Source: an optimization exercise on an open RTL-to-GDS flow (aim: small area and a short achievable clock period). Production flows keep margins and buffers that such runs may drop. The RTL of this run was laid out without a check of its function. Power figures rest on the tool's default switching activity, not on a simulated workload.

File: flow/flow/run.sh
#!/bin/bash
cp standard.sh standard.sh.txt
export BUFFER_PORTS_ARGS="-buffer_cell sky130_fd_sc_hd__buf_1"
bash standard.sh > standard.log 2>&1
File: flow/standard.sh
#!/bin/bash
# synth_recipe.tcl (not shown) runs the flow's synth.tcl, then flattens the netlist and writes it again
# the make line also repeats each setting of config.mk as NAME=value (left out here)
make -C /OpenROAD-flow-scripts/flow DESIGN_CONFIG=/design/flow/config.mk WORK_HOME=/design/flow/orfs CLKGATE_MAP_FILE= SYNTH_SCRIPT=/design/flow/synth_recipe.tcl "${@:-finish}"
File: flow/config.mk
export PLATFORM = sky130hd
export DESIGN_NAME = lightHashDES
export DESIGN_NICKNAME = lightHashDES
export VERILOG_FILES = /design/flow/design.v
export SDC_FILE = /design/flow/constraint.sdc
export NUM_CORES = 4
export LEC_CHECK = 0
export CAP_MARGIN = 20
export CORE_MARGIN = 2
export CORE_UTILIZATION = 40
export SETUP_SLACK_MARGIN = 1.6
export SLEW_MARGIN = 20
export SYNTH_HIERARCHICAL = 1
File: flow/constraint.sdc
create_clock -name core_clock -period 3.3 [get_ports {clk}]
set_input_delay 0.6600 -clock core_clock [delete_from_list [all_inputs] [get_ports {clk}]]
set_output_delay 0.6600 -clock core_clock [all_outputs]
set_load 0.01 [all_outputs]
File: flow/design.v
module Sbox5 (
    input  [5:0] in,
    output reg [3:0] out
);
    reg [1:0] row;
    reg [3:0] column;
    always @(*) begin
        row = {in[5], in[0]};
        column = in[4:1];
        case (column)
            4'b0000 : case (row)
                        2'b00 :  out = 4'b0010;
                        2'b01 :  out = 4'b1110;
                        2'b10 :  out = 4'b0100;
                        2'b11 :  out = 4'b1011;
                     endcase
            4'b0001 : case (row)
                        2'b00 :  out = 4'b1100;
                        2'b01 :  out = 4'b1011;
                        2'b10 :  out = 4'b0010;
                        2'b11 :  out = 4'b1000;
                     endcase
            4'b0010 : case (row)
                        2'b00 :  out = 4'b0100;
                        2'b01 :  out = 4'b0010;
                        2'b10 :  out = 4'b0001;
                        2'b11 :  out = 4'b1100;
                     endcase
            4'b0011 : case (row)
                        2'b00 :  out = 4'b0001;
                        2'b01 :  out = 4'b1100;
                        2'b10 :  out = 4'b1011;
                        2'b11 :  out = 4'b0111;
                     endcase
            4'b0100 : case (row)
                        2'b00 :  out = 4'b0111;
                        2'b01 :  out = 4'b0100;
                        2'b10 :  out = 4'b1100;
                        2'b11 :  out = 4'b0001;
                     endcase
            4'b0101 : case (row)
                        2'b00 :  out = 4'b1010;
                        2'b01 :  out = 4'b0111;  
                        2'b10 :  out = 4'b1101;
                        2'b11 :  out = 4'b1110;
                     endcase
            4'b0110 : case (row)
                        2'b00 :  out = 4'b1011;
                        2'b01 :  out = 4'b1101;
                        2'b10 :  out = 4'b0111;
                        2'b11 :  out = 4'b0010;
                     endcase
            4'b0111 : case (row)
                        2'b00 :  out = 4'b0110;
                        2'b01 :  out = 4'b0001;
                        2'b10 :  out = 4'b1000;
                        2'b11 :  out = 4'b1101;
                     endcase
            4'b1000 : case (row)
                        2'b00 :  out = 4'b1000;
                        2'b01 :  out = 4'b0101;
                        2'b10 :  out = 4'b1111;
                        2'b11 :  out = 4'b0110;
                     endcase
            4'b1001 : case (row)
                        2'b00 :  out = 4'b0101;
                        2'b01 :  out = 4'b0000;
                        2'b10 :  out = 4'b1001;
                        2'b11 :  out = 4'b1111;
                     endcase
            4'b1010 : case (row)
                        2'b00 :  out = 4'b0011;
                        2'b01 :  out = 4'b1111;
                        2'b10 :  out = 4'b1100;
                        2'b11 :  out = 4'b0000;
                     endcase
            4'b1011 : case (row)
                        2'b00 :  out = 4'b1111;
                        2'b01 :  out = 4'b1100;
                        2'b10 :  out = 4'b0101;
                        2'b11 :  out = 4'b1001;
                     endcase
            4'b1100 : case (row)
                        2'b00 :  out = 4'b1101;
                        2'b01 :  out = 4'b0011;
                        2'b10 :  out = 4'b0110;
                        2'b11 :  out = 4'b1100;
                     endcase
            4'b1101 : case (row)
                        2'b00 :  out = 4'b0000;
                        2'b01 :  out = 4'b1001;
                        2'b10 :  out = 4'b0011;
                        2'b11 :  out = 4'b0100;
                     endcase
            4'b1110 : case (row)
                        2'b00 :  out = 4'b1110;
                        2'b01 :  out = 4'b1000;
                        2'b10 :  out = 4'b0000;
                        2'b11 :  out = 4'b0101;
                     endcase
            4'b1111 : case (row)
                        2'b00 :  out = 4'b1001;
                        2'b01 :  out = 4'b0110;
                        2'b10 :  out = 4'b1110;
                        2'b11 :  out = 4'b0011;
                     endcase
            default: out = 4'h0;
        endcase
    end
endmodule
module Round (
    input  [3:0]  s_box_out,
    input  [31:0] h_in,
    output reg [31:0] h_out
);
    reg [3:0] h_in_n [0:7];
    reg [3:0] h_out_n [0:7];
    integer i;
    reg [3:0] temp;
    reg [1:0] rot;  
    always @(*) begin
        h_in_n[7] = h_in[31:28];
        h_in_n[6] = h_in[27:24];
        h_in_n[5] = h_in[23:20];
        h_in_n[4] = h_in[19:16];
        h_in_n[3] = h_in[15:12];
        h_in_n[2] = h_in[11:8];
        h_in_n[1] = h_in[7:4];
        h_in_n[0] = h_in[3:0];
        for (i = 0; i < 8; i = i + 1) begin
            temp = h_in_n[(i + 2) % 8] ^ s_box_out;
            rot = (i/2);  
            if (rot == 0)
                h_out_n[i] = temp & 4'hF;
            else
                h_out_n[i] = ( ((temp << rot) | (temp >> (4 - rot))) & 4'hF );
        end
        h_out = {h_out_n[7], h_out_n[6], h_out_n[5], h_out_n[4],
                 h_out_n[3], h_out_n[2], h_out_n[1], h_out_n[0]};
    end
endmodule
module HashIteration (
    input  [7:0] M,
    output reg   a,
    output reg   b,
    output reg   c       
);
    wire [5:0] x = {M[5], M[7] ^ M[2], M[3], M[0], M[4] ^ M[1], M[6]};
    always @(*) begin
        case (x)
            6'd0 : {a, b, c} = 3'b011;
            6'd1 : {a, b, c} = 3'b101;
            6'd2 : {a, b, c} = 3'b110;
            6'd3 : {a, b, c} = 3'b101;
            6'd4 : {a, b, c} = 3'b101;
            6'd5 : {a, b, c} = 3'b011;
            6'd6 : {a, b, c} = 3'b101;
            6'd7 : {a, b, c} = 3'b110;
            6'd8 : {a, b, c} = 3'b011;
            6'd9 : {a, b, c} = 3'b101;
            6'd10: {a, b, c} = 3'b000;
            6'd11: {a, b, c} = 3'b011;
            6'd12: {a, b, c} = 3'b101;
            6'd13: {a, b, c} = 3'b011;
            6'd14: {a, b, c} = 3'b110;
            6'd15: {a, b, c} = 3'b101;
            6'd16: {a, b, c} = 3'b011;
            6'd17: {a, b, c} = 3'b000;
            6'd18: {a, b, c} = 3'b000;
            6'd19: {a, b, c} = 3'b000;
            6'd20: {a, b, c} = 3'b110;
            6'd21: {a, b, c} = 3'b000;
            6'd22: {a, b, c} = 3'b000;
            6'd23: {a, b, c} = 3'b110;
            6'd24: {a, b, c} = 3'b011;
            6'd25: {a, b, c} = 3'b110;
            6'd26: {a, b, c} = 3'b000;
            6'd27: {a, b, c} = 3'b110;
            6'd28: {a, b, c} = 3'b101;
            6'd29: {a, b, c} = 3'b011;
            6'd30: {a, b, c} = 3'b110;
            6'd31: {a, b, c} = 3'b110;
            6'd32: {a, b, c} = 3'b101;
            6'd33: {a, b, c} = 3'b101;
            6'd34: {a, b, c} = 3'b011;
            6'd35: {a, b, c} = 3'b011;
            6'd36: {a, b, c} = 3'b101;
            6'd37: {a, b, c} = 3'b110;
            6'd38: {a, b, c} = 3'b101;
            6'd39: {a, b, c} = 3'b011;
            6'd40: {a, b, c} = 3'b110;
            6'd41: {a, b, c} = 3'b101;
            6'd42: {a, b, c} = 3'b011;
            6'd43: {a, b, c} = 3'b101;
            6'd44: {a, b, c} = 3'b011;
            6'd45: {a, b, c} = 3'b011;
            6'd46: {a, b, c} = 3'b011;
            6'd47: {a, b, c} = 3'b011;
            6'd48: {a, b, c} = 3'b000;
            6'd49: {a, b, c} = 3'b110;
            6'd50: {a, b, c} = 3'b110;
            6'd51: {a, b, c} = 3'b000;
            6'd52: {a, b, c} = 3'b110;
            6'd53: {a, b, c} = 3'b000;
            6'd54: {a, b, c} = 3'b000;
            6'd55: {a, b, c} = 3'b110;
            6'd56: {a, b, c} = 3'b110;
            6'd57: {a, b, c} = 3'b110;
            6'd58: {a, b, c} = 3'b110;
            6'd59: {a, b, c} = 3'b101;
            6'd60: {a, b, c} = 3'b000;
            6'd61: {a, b, c} = 3'b000;
            6'd62: {a, b, c} = 3'b101;
            6'd63: {a, b, c} = 3'b110;
            default: {a, b, c} = 3'b000;
        endcase
    end
endmodule
module cz_inv  (input a, output y);       assign y = ~a;           endmodule
module cz_nor2 (input a, b, output y);    assign y = ~(a | b);     endmodule
module cz_nand2(input a, b, output y);    assign y = ~(a & b);     endmodule
module cz_nor3 (input a, b, c, output y); assign y = ~(a | b | c); endmodule
module cz_bit0(input c, l, s, output d);    assign d = s ? ~c : l;        endmodule
module cz_bitp(input c, t, l, s, output d); assign d = s ? (c ^ t) : l;   endmodule
module cz_bitn(input c, t, l, s, output d); assign d = s ? ~(c ^ t) : l;  endmodule   
module lightHashDES(
    input              clk,
    input              M_valid,
    input              rst_n,
    input      [7:0]   M,
    input     [63:0]   input_length,
    output reg         hash_ready,
    output     [31:0]  digest
);
    reg        busy;
    reg [63:0] counter;
    reg        a_t, b_t, c_t;  
    reg [11:0] f;              
    wire [63:0] counter_d;
    wire z1;
    wire z2;
    wire z3;
    wire z4;
    wire z5;
    wire z6;
    wire z7;
    wire z8;
    wire z9;
    wire z10;
    wire z11;
    wire z12;
    wire z13;
    wire z14;
    wire z15;
    wire z16;
    wire z17;
    wire z18;
    wire z19;
    wire z20;
    wire z21;
    wire z22;
    wire z23;
    wire z24;
    wire z25;
    wire z26;
    wire z27;
    wire z28;
    wire z29;
    wire z30;
    wire z31;
    wire z32;
    wire z33;
    wire z34;
    wire z35;
    wire z36;
    wire z37;
    wire z38;
    wire z39;
    wire z40;
    wire z41;
    wire z42;
    wire z43;
    wire z44;
    wire z45;
    wire z46;
    wire z47;
    wire z48;
    wire z49;
    wire z50;
    wire z51;
    wire z52;
    wire z53;
    wire z54;
    wire z55;
    wire z56;
    wire zi57;
    wire z58;
    wire z59;
    wire zi60;
    wire z61;
    wire z62;
    wire zi63;
    wire z64;
    wire z65;
    wire zi66;
    wire z67;
    wire z68;
    wire z69;
    wire zi70;
    wire z71;
    wire z72;
    wire z73;
    wire z74;
    wire zi75;
    wire z76;
    wire z77;
    wire z78;
    wire zi79;
    wire z80;
    wire z81;
    wire zi82;
    wire z83;
    wire zi84;
    wire z85;
    wire z86;
    wire z87;
    wire z88;
    wire z89;
    wire z90;
    wire zi91;
    wire z92;
    wire zg93;
    wire zi94;
    wire z95;
    wire zi96;
    wire z97;
    wire z98;
    wire zg99;
    wire z100;
    wire z101;
    wire zi102;
    wire z103;
    wire zg104;
    wire zi105;
    wire z106;
    wire z107;
    wire zi108;
    wire z109;
    wire zg110;
    wire zi111;
    wire z112;
    wire zi113;
    wire z114;
    wire z115;
    wire zg116;
    wire z117;
    wire zi118;
    wire z119;
    wire z120;
    wire zg121;
    wire z122;
    wire zi123;
    wire z124;
    wire z125;
    wire zg126;
    wire z127;
    wire zi128;
    wire z129;
    wire z130;
    wire zg131;
    wire z132;
    wire z133;
    wire zi134;
    wire z135;
    wire zg136;
    wire zi137;
    wire z138;
    wire z139;
    wire zi140;
    wire z141;
    wire zg142;
    wire zi143;
    wire z144;
    wire z145;
    wire zi146;
    wire z147;
    wire zg148;
    wire zi149;
    wire z150;
    wire z151;
    wire zi152;
    wire z153;
    wire zg154;
    wire zi155;
    wire z156;
    wire z157;
    wire zi158;
    wire z159;
    wire zg160;
    wire zi161;
    wire z162;
    wire z163;
    wire zi164;
    wire z165;
    wire zg166;
    wire zi167;
    wire z168;
    wire z169;
    wire zi170;
    wire z171;
    wire zg172;
    wire zi173;
    wire z174;
    wire zg175;
    wire z176;
    wire z177;
    wire z178;
    wire z179;
    wire z180;
    wire z181;
    wire z182;
    wire z183;
    wire z184;
    wire z185;
    wire zi186;
    wire z187;
    wire z188;
    wire z189;
    wire z190;
    cz_nor2  u_z1 (.a(counter[0]), .b(counter[1]), .y(z1));
    cz_nor2  u_z2 (.a(counter[2]), .b(counter[3]), .y(z2));
    cz_nor2  u_z3 (.a(counter[4]), .b(counter[5]), .y(z3));
    cz_nor2  u_z4 (.a(counter[6]), .b(counter[7]), .y(z4));
    cz_nor2  u_z5 (.a(counter[8]), .b(counter[9]), .y(z5));
    cz_nor2  u_z6 (.a(counter[10]), .b(counter[11]), .y(z6));
    cz_nor2  u_z7 (.a(counter[12]), .b(counter[13]), .y(z7));
    cz_nor2  u_z8 (.a(counter[14]), .b(counter[15]), .y(z8));
    cz_nor2  u_z9 (.a(counter[16]), .b(counter[17]), .y(z9));
    cz_nor2  u_z10 (.a(counter[18]), .b(counter[19]), .y(z10));
    cz_nor2  u_z11 (.a(counter[20]), .b(counter[21]), .y(z11));
    cz_nor2  u_z12 (.a(counter[22]), .b(counter[23]), .y(z12));
    cz_nor2  u_z13 (.a(counter[24]), .b(counter[25]), .y(z13));
    cz_nor2  u_z14 (.a(counter[26]), .b(counter[27]), .y(z14));
    cz_nor2  u_z15 (.a(counter[28]), .b(counter[29]), .y(z15));
    cz_nor2  u_z16 (.a(counter[30]), .b(counter[31]), .y(z16));
    cz_nor2  u_z17 (.a(counter[32]), .b(counter[33]), .y(z17));
    cz_nor2  u_z18 (.a(counter[34]), .b(counter[35]), .y(z18));
    cz_nor2  u_z19 (.a(counter[36]), .b(counter[37]), .y(z19));
    cz_nor2  u_z20 (.a(counter[38]), .b(counter[39]), .y(z20));
    cz_nor2  u_z21 (.a(counter[40]), .b(counter[41]), .y(z21));
    cz_nor2  u_z22 (.a(counter[42]), .b(counter[43]), .y(z22));
    cz_nor2  u_z23 (.a(counter[44]), .b(counter[45]), .y(z23));
    cz_nor2  u_z24 (.a(counter[46]), .b(counter[47]), .y(z24));
    cz_nor2  u_z25 (.a(counter[48]), .b(counter[49]), .y(z25));
    cz_nor2  u_z26 (.a(counter[50]), .b(counter[51]), .y(z26));
    cz_nor2  u_z27 (.a(counter[52]), .b(counter[53]), .y(z27));
    cz_nor2  u_z28 (.a(counter[54]), .b(counter[55]), .y(z28));
    cz_nor2  u_z29 (.a(counter[56]), .b(counter[57]), .y(z29));
    cz_nor2  u_z30 (.a(counter[58]), .b(counter[59]), .y(z30));
    cz_nor2  u_z31 (.a(counter[60]), .b(counter[61]), .y(z31));
    cz_nor2  u_z32 (.a(counter[62]), .b(counter[63]), .y(z32));
    cz_nand2 u_z33 (.a(z1), .b(z2), .y(z33));
    cz_nand2 u_z34 (.a(z3), .b(z4), .y(z34));
    cz_nand2 u_z35 (.a(z5), .b(z6), .y(z35));
    cz_nand2 u_z36 (.a(z7), .b(z8), .y(z36));
    cz_nand2 u_z37 (.a(z9), .b(z10), .y(z37));
    cz_nand2 u_z38 (.a(z11), .b(z12), .y(z38));
    cz_nand2 u_z39 (.a(z13), .b(z14), .y(z39));
    cz_nand2 u_z40 (.a(z15), .b(z16), .y(z40));
    cz_nand2 u_z41 (.a(z17), .b(z18), .y(z41));
    cz_nand2 u_z42 (.a(z19), .b(z20), .y(z42));
    cz_nand2 u_z43 (.a(z21), .b(z22), .y(z43));
    cz_nand2 u_z44 (.a(z23), .b(z24), .y(z44));
    cz_nand2 u_z45 (.a(z25), .b(z26), .y(z45));
    cz_nand2 u_z46 (.a(z27), .b(z28), .y(z46));
    cz_nand2 u_z47 (.a(z29), .b(z30), .y(z47));
    cz_nand2 u_z48 (.a(z31), .b(z32), .y(z48));
    cz_nor2  u_z49 (.a(z34), .b(z33), .y(z49));
    cz_nor2  u_z50 (.a(z36), .b(z35), .y(z50));
    cz_nor2  u_z51 (.a(z38), .b(z37), .y(z51));
    cz_nor2  u_z52 (.a(z40), .b(z39), .y(z52));
    cz_nor2  u_z53 (.a(z42), .b(z41), .y(z53));
    cz_nor2  u_z54 (.a(z44), .b(z43), .y(z54));
    cz_nor2  u_z55 (.a(z46), .b(z45), .y(z55));
    cz_nor2  u_z56 (.a(z48), .b(z47), .y(z56));
    cz_inv   u_zi57 (.a(z35), .y(zi57));
    cz_nand2 u_z58 (.a(zi57), .b(z49), .y(z58));
    cz_nand2 u_z59 (.a(z50), .b(z49), .y(z59));
    cz_inv   u_zi60 (.a(z39), .y(zi60));
    cz_nand2 u_z61 (.a(zi60), .b(z51), .y(z61));
    cz_nand2 u_z62 (.a(z52), .b(z51), .y(z62));
    cz_inv   u_zi63 (.a(z43), .y(zi63));
    cz_nand2 u_z64 (.a(zi63), .b(z53), .y(z64));
    cz_nand2 u_z65 (.a(z54), .b(z53), .y(z65));
    cz_inv   u_zi66 (.a(z47), .y(zi66));
    cz_nand2 u_z67 (.a(zi66), .b(z55), .y(z67));
    cz_nand2 u_z68 (.a(z56), .b(z55), .y(z68));
    cz_nor2  u_z69 (.a(z37), .b(z59), .y(z69));
    cz_inv   u_zi70 (.a(z51), .y(zi70));
    cz_nor2  u_z71 (.a(zi70), .b(z59), .y(z71));
    cz_nor2  u_z72 (.a(z61), .b(z59), .y(z72));
    cz_nor2  u_z73 (.a(z62), .b(z59), .y(z73));
    cz_nor2  u_z74 (.a(z45), .b(z65), .y(z74));
    cz_inv   u_zi75 (.a(z55), .y(zi75));
    cz_nor2  u_z76 (.a(zi75), .b(z65), .y(z76));
    cz_nor2  u_z77 (.a(z67), .b(z65), .y(z77));
    cz_nor2  u_z78 (.a(z68), .b(z65), .y(z78));
    cz_inv   u_zi79 (.a(z41), .y(zi79));
    cz_nand2 u_z80 (.a(zi79), .b(z73), .y(z80));
    cz_nand2 u_z81 (.a(z53), .b(z73), .y(z81));
    cz_inv   u_zi82 (.a(z64), .y(zi82));
    cz_nand2 u_z83 (.a(zi82), .b(z73), .y(z83));
    cz_inv   u_zi84 (.a(z65), .y(zi84));
    cz_nand2 u_z85 (.a(zi84), .b(z73), .y(z85));
    cz_nand2 u_z86 (.a(z74), .b(z73), .y(z86));
    cz_nand2 u_z87 (.a(z76), .b(z73), .y(z87));
    cz_nand2 u_z88 (.a(z77), .b(z73), .y(z88));
    cz_nand2 u_z89 (.a(z78), .b(z73), .y(z89));
    cz_nor2  u_z90 (.a(z33), .b(counter[4]), .y(z90));
    cz_inv   u_zi91 (.a(z3), .y(zi91));
    cz_nor2  u_z92 (.a(z33), .b(zi91), .y(z92));
    cz_nor3  u_zg93 (.a(counter[4]), .b(counter[5]), .c(counter[6]), .y(zg93));
    cz_inv   u_zi94 (.a(zg93), .y(zi94));
    cz_nor2  u_z95 (.a(z33), .b(zi94), .y(z95));
    cz_inv   u_zi96 (.a(counter[8]), .y(zi96));
    cz_nand2 u_z97 (.a(z49), .b(zi96), .y(z97));
    cz_nand2 u_z98 (.a(z49), .b(z5), .y(z98));
    cz_nor3  u_zg99 (.a(counter[8]), .b(counter[9]), .c(counter[10]), .y(zg99));
    cz_nand2 u_z100 (.a(z49), .b(zg99), .y(z100));
    cz_nor2  u_z101 (.a(z58), .b(counter[12]), .y(z101));
    cz_inv   u_zi102 (.a(z7), .y(zi102));
    cz_nor2  u_z103 (.a(z58), .b(zi102), .y(z103));
    cz_nor3  u_zg104 (.a(counter[12]), .b(counter[13]), .c(counter[14]), .y(zg104));
    cz_inv   u_zi105 (.a(zg104), .y(zi105));
    cz_nor2  u_z106 (.a(z58), .b(zi105), .y(z106));
    cz_nor2  u_z107 (.a(z59), .b(counter[16]), .y(z107));
    cz_inv   u_zi108 (.a(z9), .y(zi108));
    cz_nor2  u_z109 (.a(z59), .b(zi108), .y(z109));
    cz_nor3  u_zg110 (.a(counter[16]), .b(counter[17]), .c(counter[18]), .y(zg110));
    cz_inv   u_zi111 (.a(zg110), .y(zi111));
    cz_nor2  u_z112 (.a(z59), .b(zi111), .y(z112));
    cz_inv   u_zi113 (.a(counter[20]), .y(zi113));
    cz_nand2 u_z114 (.a(z69), .b(zi113), .y(z114));
    cz_nand2 u_z115 (.a(z69), .b(z11), .y(z115));
    cz_nor3  u_zg116 (.a(counter[20]), .b(counter[21]), .c(counter[22]), .y(zg116));
    cz_nand2 u_z117 (.a(z69), .b(zg116), .y(z117));
    cz_inv   u_zi118 (.a(counter[24]), .y(zi118));
    cz_nand2 u_z119 (.a(z71), .b(zi118), .y(z119));
    cz_nand2 u_z120 (.a(z71), .b(z13), .y(z120));
    cz_nor3  u_zg121 (.a(counter[24]), .b(counter[25]), .c(counter[26]), .y(zg121));
    cz_nand2 u_z122 (.a(z71), .b(zg121), .y(z122));
    cz_inv   u_zi123 (.a(counter[28]), .y(zi123));
    cz_nand2 u_z124 (.a(z72), .b(zi123), .y(z124));
    cz_nand2 u_z125 (.a(z72), .b(z15), .y(z125));
    cz_nor3  u_zg126 (.a(counter[28]), .b(counter[29]), .c(counter[30]), .y(zg126));
    cz_nand2 u_z127 (.a(z72), .b(zg126), .y(z127));
    cz_inv   u_zi128 (.a(counter[32]), .y(zi128));
    cz_nand2 u_z129 (.a(z73), .b(zi128), .y(z129));
    cz_nand2 u_z130 (.a(z73), .b(z17), .y(z130));
    cz_nor3  u_zg131 (.a(counter[32]), .b(counter[33]), .c(counter[34]), .y(zg131));
    cz_nand2 u_z132 (.a(z73), .b(zg131), .y(z132));
    cz_nor2  u_z133 (.a(z80), .b(counter[36]), .y(z133));
    cz_inv   u_zi134 (.a(z19), .y(zi134));
    cz_nor2  u_z135 (.a(z80), .b(zi134), .y(z135));
    cz_nor3  u_zg136 (.a(counter[36]), .b(counter[37]), .c(counter[38]), .y(zg136));
    cz_inv   u_zi137 (.a(zg136), .y(zi137));
    cz_nor2  u_z138 (.a(z80), .b(zi137), .y(z138));
    cz_nor2  u_z139 (.a(z81), .b(counter[40]), .y(z139));
    cz_inv   u_zi140 (.a(z21), .y(zi140));
    cz_nor2  u_z141 (.a(z81), .b(zi140), .y(z141));
    cz_nor3  u_zg142 (.a(counter[40]), .b(counter[41]), .c(counter[42]), .y(zg142));
    cz_inv   u_zi143 (.a(zg142), .y(zi143));
    cz_nor2  u_z144 (.a(z81), .b(zi143), .y(z144));
    cz_nor2  u_z145 (.a(z83), .b(counter[44]), .y(z145));
    cz_inv   u_zi146 (.a(z23), .y(zi146));
    cz_nor2  u_z147 (.a(z83), .b(zi146), .y(z147));
    cz_nor3  u_zg148 (.a(counter[44]), .b(counter[45]), .c(counter[46]), .y(zg148));
    cz_inv   u_zi149 (.a(zg148), .y(zi149));
    cz_nor2  u_z150 (.a(z83), .b(zi149), .y(z150));
    cz_nor2  u_z151 (.a(z85), .b(counter[48]), .y(z151));
    cz_inv   u_zi152 (.a(z25), .y(zi152));
    cz_nor2  u_z153 (.a(z85), .b(zi152), .y(z153));
    cz_nor3  u_zg154 (.a(counter[48]), .b(counter[49]), .c(counter[50]), .y(zg154));
    cz_inv   u_zi155 (.a(zg154), .y(zi155));
    cz_nor2  u_z156 (.a(z85), .b(zi155), .y(z156));
    cz_nor2  u_z157 (.a(z86), .b(counter[52]), .y(z157));
    cz_inv   u_zi158 (.a(z27), .y(zi158));
    cz_nor2  u_z159 (.a(z86), .b(zi158), .y(z159));
    cz_nor3  u_zg160 (.a(counter[52]), .b(counter[53]), .c(counter[54]), .y(zg160));
    cz_inv   u_zi161 (.a(zg160), .y(zi161));
    cz_nor2  u_z162 (.a(z86), .b(zi161), .y(z162));
    cz_nor2  u_z163 (.a(z87), .b(counter[56]), .y(z163));
    cz_inv   u_zi164 (.a(z29), .y(zi164));
    cz_nor2  u_z165 (.a(z87), .b(zi164), .y(z165));
    cz_nor3  u_zg166 (.a(counter[56]), .b(counter[57]), .c(counter[58]), .y(zg166));
    cz_inv   u_zi167 (.a(zg166), .y(zi167));
    cz_nor2  u_z168 (.a(z87), .b(zi167), .y(z168));
    cz_nor2  u_z169 (.a(z88), .b(counter[60]), .y(z169));
    cz_inv   u_zi170 (.a(z31), .y(zi170));
    cz_nor2  u_z171 (.a(z88), .b(zi170), .y(z171));
    cz_nor3  u_zg172 (.a(counter[60]), .b(counter[61]), .c(counter[62]), .y(zg172));
    cz_inv   u_zi173 (.a(zg172), .y(zi173));
    cz_nor2  u_z174 (.a(z88), .b(zi173), .y(z174));
    cz_nor3  u_zg175 (.a(counter[0]), .b(counter[1]), .c(counter[2]), .y(zg175));
    cz_nor2  u_z176 (.a(z34), .b(z35), .y(z176));
    cz_nor2  u_z177 (.a(z36), .b(z37), .y(z177));
    cz_nor2  u_z178 (.a(z38), .b(z39), .y(z178));
    cz_nor2  u_z179 (.a(z40), .b(z41), .y(z179));
    cz_nor2  u_z180 (.a(z42), .b(z43), .y(z180));
    cz_nor2  u_z181 (.a(z44), .b(z45), .y(z181));
    cz_nor2  u_z182 (.a(z46), .b(z47), .y(z182));
    cz_nand2 u_z183 (.a(z176), .b(z177), .y(z183));
    cz_nand2 u_z184 (.a(z178), .b(z179), .y(z184));
    cz_nand2 u_z185 (.a(z180), .b(z181), .y(z185));
    cz_inv   u_zi186 (.a(z48), .y(zi186));
    cz_nand2 u_z187 (.a(z182), .b(zi186), .y(z187));
    cz_nor2  u_z188 (.a(z183), .b(z184), .y(z188));
    cz_nor2  u_z189 (.a(z185), .b(z187), .y(z189));
    cz_nand2 u_z190 (.a(z188), .b(z189), .y(z190));
    cz_bit0 u_b0 (.c(counter[0]), .l(input_length[0]), .s(busy), .d(counter_d[0]));
    cz_bitn u_b1 (.c(counter[1]), .t(counter[0]), .l(input_length[1]), .s(busy), .d(counter_d[1]));
    cz_bitp u_b2 (.c(counter[2]), .t(z1), .l(input_length[2]), .s(busy), .d(counter_d[2]));
    cz_bitp u_b3 (.c(counter[3]), .t(zg175), .l(input_length[3]), .s(busy), .d(counter_d[3]));
    cz_bitn u_b4 (.c(counter[4]), .t(z33), .l(input_length[4]), .s(busy), .d(counter_d[4]));
    cz_bitp u_b5 (.c(counter[5]), .t(z90), .l(input_length[5]), .s(busy), .d(counter_d[5]));
    cz_bitp u_b6 (.c(counter[6]), .t(z92), .l(input_length[6]), .s(busy), .d(counter_d[6]));
    cz_bitp u_b7 (.c(counter[7]), .t(z95), .l(input_length[7]), .s(busy), .d(counter_d[7]));
    cz_bitp u_b8 (.c(counter[8]), .t(z49), .l(input_length[8]), .s(busy), .d(counter_d[8]));
    cz_bitn u_b9 (.c(counter[9]), .t(z97), .l(input_length[9]), .s(busy), .d(counter_d[9]));
    cz_bitn u_b10 (.c(counter[10]), .t(z98), .l(input_length[10]), .s(busy), .d(counter_d[10]));
    cz_bitn u_b11 (.c(counter[11]), .t(z100), .l(input_length[11]), .s(busy), .d(counter_d[11]));
    cz_bitn u_b12 (.c(counter[12]), .t(z58), .l(input_length[12]), .s(busy), .d(counter_d[12]));
    cz_bitp u_b13 (.c(counter[13]), .t(z101), .l(input_length[13]), .s(busy), .d(counter_d[13]));
    cz_bitp u_b14 (.c(counter[14]), .t(z103), .l(input_length[14]), .s(busy), .d(counter_d[14]));
    cz_bitp u_b15 (.c(counter[15]), .t(z106), .l(input_length[15]), .s(busy), .d(counter_d[15]));
    cz_bitn u_b16 (.c(counter[16]), .t(z59), .l(input_length[16]), .s(busy), .d(counter_d[16]));
    cz_bitp u_b17 (.c(counter[17]), .t(z107), .l(input_length[17]), .s(busy), .d(counter_d[17]));
    cz_bitp u_b18 (.c(counter[18]), .t(z109), .l(input_length[18]), .s(busy), .d(counter_d[18]));
    cz_bitp u_b19 (.c(counter[19]), .t(z112), .l(input_length[19]), .s(busy), .d(counter_d[19]));
    cz_bitp u_b20 (.c(counter[20]), .t(z69), .l(input_length[20]), .s(busy), .d(counter_d[20]));
    cz_bitn u_b21 (.c(counter[21]), .t(z114), .l(input_length[21]), .s(busy), .d(counter_d[21]));
    cz_bitn u_b22 (.c(counter[22]), .t(z115), .l(input_length[22]), .s(busy), .d(counter_d[22]));
    cz_bitn u_b23 (.c(counter[23]), .t(z117), .l(input_length[23]), .s(busy), .d(counter_d[23]));
    cz_bitp u_b24 (.c(counter[24]), .t(z71), .l(input_length[24]), .s(busy), .d(counter_d[24]));
    cz_bitn u_b25 (.c(counter[25]), .t(z119), .l(input_length[25]), .s(busy), .d(counter_d[25]));
    cz_bitn u_b26 (.c(counter[26]), .t(z120), .l(input_length[26]), .s(busy), .d(counter_d[26]));
    cz_bitn u_b27 (.c(counter[27]), .t(z122), .l(input_length[27]), .s(busy), .d(counter_d[27]));
    cz_bitp u_b28 (.c(counter[28]), .t(z72), .l(input_length[28]), .s(busy), .d(counter_d[28]));
    cz_bitn u_b29 (.c(counter[29]), .t(z124), .l(input_length[29]), .s(busy), .d(counter_d[29]));
    cz_bitn u_b30 (.c(counter[30]), .t(z125), .l(input_length[30]), .s(busy), .d(counter_d[30]));
    cz_bitn u_b31 (.c(counter[31]), .t(z127), .l(input_length[31]), .s(busy), .d(counter_d[31]));
    cz_bitp u_b32 (.c(counter[32]), .t(z73), .l(input_length[32]), .s(busy), .d(counter_d[32]));
    cz_bitn u_b33 (.c(counter[33]), .t(z129), .l(input_length[33]), .s(busy), .d(counter_d[33]));
    cz_bitn u_b34 (.c(counter[34]), .t(z130), .l(input_length[34]), .s(busy), .d(counter_d[34]));
    cz_bitn u_b35 (.c(counter[35]), .t(z132), .l(input_length[35]), .s(busy), .d(counter_d[35]));
    cz_bitn u_b36 (.c(counter[36]), .t(z80), .l(input_length[36]), .s(busy), .d(counter_d[36]));
    cz_bitp u_b37 (.c(counter[37]), .t(z133), .l(input_length[37]), .s(busy), .d(counter_d[37]));
    cz_bitp u_b38 (.c(counter[38]), .t(z135), .l(input_length[38]), .s(busy), .d(counter_d[38]));
    cz_bitp u_b39 (.c(counter[39]), .t(z138), .l(input_length[39]), .s(busy), .d(counter_d[39]));
    cz_bitn u_b40 (.c(counter[40]), .t(z81), .l(input_length[40]), .s(busy), .d(counter_d[40]));
    cz_bitp u_b41 (.c(counter[41]), .t(z139), .l(input_length[41]), .s(busy), .d(counter_d[41]));
    cz_bitp u_b42 (.c(counter[42]), .t(z141), .l(input_length[42]), .s(busy), .d(counter_d[42]));
    cz_bitp u_b43 (.c(counter[43]), .t(z144), .l(input_length[43]), .s(busy), .d(counter_d[43]));
    cz_bitn u_b44 (.c(counter[44]), .t(z83), .l(input_length[44]), .s(busy), .d(counter_d[44]));
    cz_bitp u_b45 (.c(counter[45]), .t(z145), .l(input_length[45]), .s(busy), .d(counter_d[45]));
    cz_bitp u_b46 (.c(counter[46]), .t(z147), .l(input_length[46]), .s(busy), .d(counter_d[46]));
    cz_bitp u_b47 (.c(counter[47]), .t(z150), .l(input_length[47]), .s(busy), .d(counter_d[47]));
    cz_bitn u_b48 (.c(counter[48]), .t(z85), .l(input_length[48]), .s(busy), .d(counter_d[48]));
    cz_bitp u_b49 (.c(counter[49]), .t(z151), .l(input_length[49]), .s(busy), .d(counter_d[49]));
    cz_bitp u_b50 (.c(counter[50]), .t(z153), .l(input_length[50]), .s(busy), .d(counter_d[50]));
    cz_bitp u_b51 (.c(counter[51]), .t(z156), .l(input_length[51]), .s(busy), .d(counter_d[51]));
    cz_bitn u_b52 (.c(counter[52]), .t(z86), .l(input_length[52]), .s(busy), .d(counter_d[52]));
    cz_bitp u_b53 (.c(counter[53]), .t(z157), .l(input_length[53]), .s(busy), .d(counter_d[53]));
    cz_bitp u_b54 (.c(counter[54]), .t(z159), .l(input_length[54]), .s(busy), .d(counter_d[54]));
    cz_bitp u_b55 (.c(counter[55]), .t(z162), .l(input_length[55]), .s(busy), .d(counter_d[55]));
    cz_bitn u_b56 (.c(counter[56]), .t(z87), .l(input_length[56]), .s(busy), .d(counter_d[56]));
    cz_bitp u_b57 (.c(counter[57]), .t(z163), .l(input_length[57]), .s(busy), .d(counter_d[57]));
    cz_bitp u_b58 (.c(counter[58]), .t(z165), .l(input_length[58]), .s(busy), .d(counter_d[58]));
    cz_bitp u_b59 (.c(counter[59]), .t(z168), .l(input_length[59]), .s(busy), .d(counter_d[59]));
    cz_bitn u_b60 (.c(counter[60]), .t(z88), .l(input_length[60]), .s(busy), .d(counter_d[60]));
    cz_bitp u_b61 (.c(counter[61]), .t(z169), .l(input_length[61]), .s(busy), .d(counter_d[61]));
    cz_bitp u_b62 (.c(counter[62]), .t(z171), .l(input_length[62]), .s(busy), .d(counter_d[62]));
    cz_bitp u_b63 (.c(counter[63]), .t(z174), .l(input_length[63]), .s(busy), .d(counter_d[63]));
    wire one = counter[0] & ~counter[1] & z2 & ~z190;    
    wire a_m, b_m, c_m;
    HashIteration main (.M(M), .a(a_m), .b(b_m), .c(c_m));
    always @(posedge clk or negedge rst_n) begin
        if (!rst_n) begin
            busy       <= 1'b0;
            hash_ready <= 1'b0;
        end else begin
            hash_ready <= busy & one;
            busy       <= busy ? !one : M_valid;
        end
    end
    localparam [11:0] C0 = 12'b1010_1101_0101;
    localparam [11:0] CP = 12'b0111_1110_0011;
    localparam [11:0] CA = 12'b1000_0110_1111;
    localparam [11:0] CB = 12'b0001_1001_1111;
    localparam [11:0] CC = CA & CB;            
    localparam [11:0] OA = CA & ~CB;           
    localparam [11:0] OB = CB & ~CA;           
    always @(posedge clk) begin
        counter <= counter_d;
        a_t     <= a_m;
        b_t     <= b_m;
        c_t     <= c_m;
        f       <= busy ? f ^ CP ^ (OA & {12{a_t}}) ^ (OB & {12{b_t}}) ^ (CC & {12{c_t}}) : C0;
    end
    assign digest = {
        f[4],  f[11], f[4],  f[11], f[8],  f[5],  f[7],  f[6],    
        f[9],  f[9],  f[10], f[10], f[10], 1'b0,  f[9],  1'b0,    
        f[6],  f[8],  f[5],  f[7],  f[6],  f[4],  f[5],  f[4],    
        f[3],  f[0],  f[3],  f[1],  f[2],  f[1],  f[2],  f[0]     
    };
endmodule
==> run summary <==
GPL Wtd Cong=0.8077; Clock Skew=15.19 ps; Yosys cell types=39; DR WL/cell=11.56 µm; Placeable Area=10790 µm²; area delta synth->final=22.65%; CP endpoint kind=flip-flop; vias in the first global route=3372; synthesized flop and latch total=81; CP startpoint kind=flip-flop; FF-to-FF Start=counter[16]; fin. max-slew vios=0; n_diodes=0; clock slew at the register clock pins of the worst setup and hold paths=90 ps; Detail Route met2 WL=4243 µm; CTS Sinks=81; Post-route DRC=0; H-tree depth=3; status=complete, no violations; dpl cells=760; Cells after Synth=537; Data arrival, critical path=1980 ps; 1st-iter DRT viols=142; die span in y=109.1 µm; Die Wd=109.1 µm; CTS tree=built; Non-Filler Cell Area, Final=5420 µm²; dominant cells by area after synthesis=dfxtp_1, xnor2_1, nor2_1, mux2_4, nand2_1; Tightest Pin Transition=569.2 ps; Hold Crit Class=in -> async; # nets final=724; Tot GR Track Use=15.82%; Starting Density=40.95%; Routed Antenna Nets=0; first-pass GRT wire length=14820 µm; TritonCTS buffer count=9; asr flop ratio synth=2.469%; Max Used Layer=met4; CP endpoint=counter[33]; reg-to-reg slack, setup=1580 ps; Critical Setup Path Class=reg -> reg; dpl hpwl=6246 µm; CP Max Fanout=5; Fmax=0.5821 GHz; die area=11910 µm²; area post-placement=4888 µm²; worst IR drop on VDD=0.2436 mV; Met3 Routed Length=459 µm; max cap viols=0; vias per cell=4.578; Avg Cell Area, Syn=8.229 µm²; Yosys top cell area share=35.79%; most frequent cell after synthesis=nor2_1; EDFF count, synth=0; Bufs on Longest Clock Path=2; final setup fails=0; worst skew pair latency=370 ps; wl on met1=4294 µm; Worst R2R Path Depth=10; TritonRoute pass-1 iters=5; Critical path origin=counter[16]; P_leak=2.110 nW; Synth Warn #=8; Final Critical Period=1718 ps; RR Endpoint=counter[33]; total power draw=0.003047 W; pwr dens=562.2 nW/µm²; largest net degree at the start of global routing=49; clk root buf=clkbuf_8; Tcrit/Tclk final=52.06%; DRT Wirelength=9170 µm; initial antenna violation count=0; post-synth top area cell=dfxtp_1; sequential area share after synthesis=36.92%; port buffer count=105; Worst slew margin=62.05%; area of the mapped netlist=4419 µm²; RSZ-0062 raised after global routing=true; setup tns final=0 ps; global route overflow=0; final std cells w/o fill=793; layout cells sized above 1=23.58%; worst endpoint required time=3560 ps; Synth Flop Type=dfxtp_1; synth cell count leaders=nor2_1, dfxtp_1, xnor2_1; Ports=108; endpoints failing hold=0; row cnt=38; via count=3630
worst min-delay path by stage:
stage               slack (ps)         end   from
finish                      50        busy  rst_n
global route                30        busy  rst_n
CTS                         30        busy  rst_n
detailed placement         400        f[9]   f[9]
global placement           400        f[9]   f[9]
floorplan                  360  hash_ready  rst_n
stage by stage:
| stage | hold WS (ps) | setup slack, ps | util [%] |
|---|---|---|---|
| after floorplan | 364.4 | 1604 | - |
| after global routing | 25.57 | 1462 | 50.22 |
| final | 53.01 | 1582 | 50.22 |
| after detailed placement | 405.0 | 1105 | 45.29 |
| after CTS | 33.67 | 1573 | 48.60 |
| after global placement | 397.6 | 1154 | 45.29 |
state kept, by name (all words and copies together) (netlist names):
signal,cells
c_t,1
a_t,1
f,12
busy,1
counter,64
hash_ready,1
b_t,1
power by group:
group | leakage (nW) | internal, W | switching (W)
registers | 0.690 | 0.00123 | 0.000263
clock network | 0.0922 | 0.000295 | 0.000380
logic | 1.33 | 0.000491 | 0.000390
total | 2.11 | 0.00201 | 0.00103
layout make-up:
class                      count  area, µm²
clock buffer                  10      137.6
timing repair buffer         125      591.8
inverter                      40      150.1
multi-input combinational    391       2656
sequential                    81       1665
tap                          140      175.2
fill                        1047       5373
clock inverter                 6      43.79
logic make-up after synthesis:
group	after synthesis	share of synthesized area [%]
AND/OR/NAND/NOR	220	21.77
flip-flops	81	36.92
XOR/XNOR	77	15.86
buffers and inverters	66	7.474
AO/OA/AOI/OAI	64	8.550
multiplexers	27	9.060
adder cells (fa/ha/maj)	1	0.2831
other	1	0.08486
per-module statistics from Yosys (local to each module, per instance):
module / cell area, µm² / flops+latches / times used / cells
lightHashDES: 1963 / 81 / 1 / 129
HashIteration: 377.9 / 0 / 1 / 57
cz_bitn: 23.77 / 0 / 26 / 2
cz_bitp: 17.52 / 0 / 37 / 3
cz_bit0: 13.76 / 0 / 1 / 2
cz_nor3: 10.01 / 0 / 16 / 1
cz_inv: 3.754 / 0 / 35 / 1
cz_nand2: 3.754 / 0 / 50 / 1
cz_nor2: 3.754 / 0 / 85 / 1
cells in the final DEF, fill, tap and decap left out, drive strengths merged, types with 3 or more instances in the layout:
cell | netlist | routed
clkbuf | 2 | 14
clkinv | 0 | 5
nand3 | 3 | 3
dfxtp | 79 | 79
o21ai | 3 | 3
xor2 | 5 | 5
a21oi | 45 | 45
buf | 24 | 121
nand2 | 64 | 64
nor2 | 126 | 126
inv | 40 | 40
and2 | 5 | 5
mux2 | 26 | 26
nor3 | 17 | 17
xnor2 | 71 | 71
repair_timing:
action / CTS / global route
hold buffers: 0 / 0
pin swaps: 7 / 9
cloned: 0 / 1
setup buffers: 13 / 3
endpoints found under the setup margin: 42 / 43
gates resized for setup: 27 / 50
layer usage:
metal / global-route usage (%) / vias to the layer above
met5: 0 / -
met4: 5.586 / 0
met3: 4.722 / 13
met2: 26.26 / 78
met1: 19.40 / 1610
li1: - / 1929
worst max-delay path: stages (launching register included):
cell	delay (ps)
dfxtp_4	370
nor2_4	120
nand2_2	100
nor2_4	120
nand2_2	70
nor2_4	170
buf_12	140
buf_4	110
nand2_1	50
xnor2_1	120
mux2_4	250

-- port drivers added, routing unchanged --
In the flow no input, the clock included, has a driving cell. The finished layout below was timed again as built, in two steps.
Step 1: set_driving_cell puts a clkbuf_16 on clk and a buf_2 on each other input, an assumption about the parent block.
Step 2, shift: input delay + t, output delay - t, t = (earliest + latest rising clock arrival at the registers) / 2. This alone moves slack from input paths to output paths.
Three values: ideal ports, drivers, drivers and shift; two values: the first two.
t, ns: 0.397
slack for setup (ns): 1.582 / 1.582 / 1.314
worst hold slack (ns): 0.053 / 0.040 / 0.422
latest minus earliest clock arrival (ns): 0.016 / 0.016
worst register clock-pin slew, ns: 0.09 / 0.09
After both steps this run still meets setup and hold. The setup slack of this run moves by 0.000 ns with the drivers and by -0.268 ns with both steps.
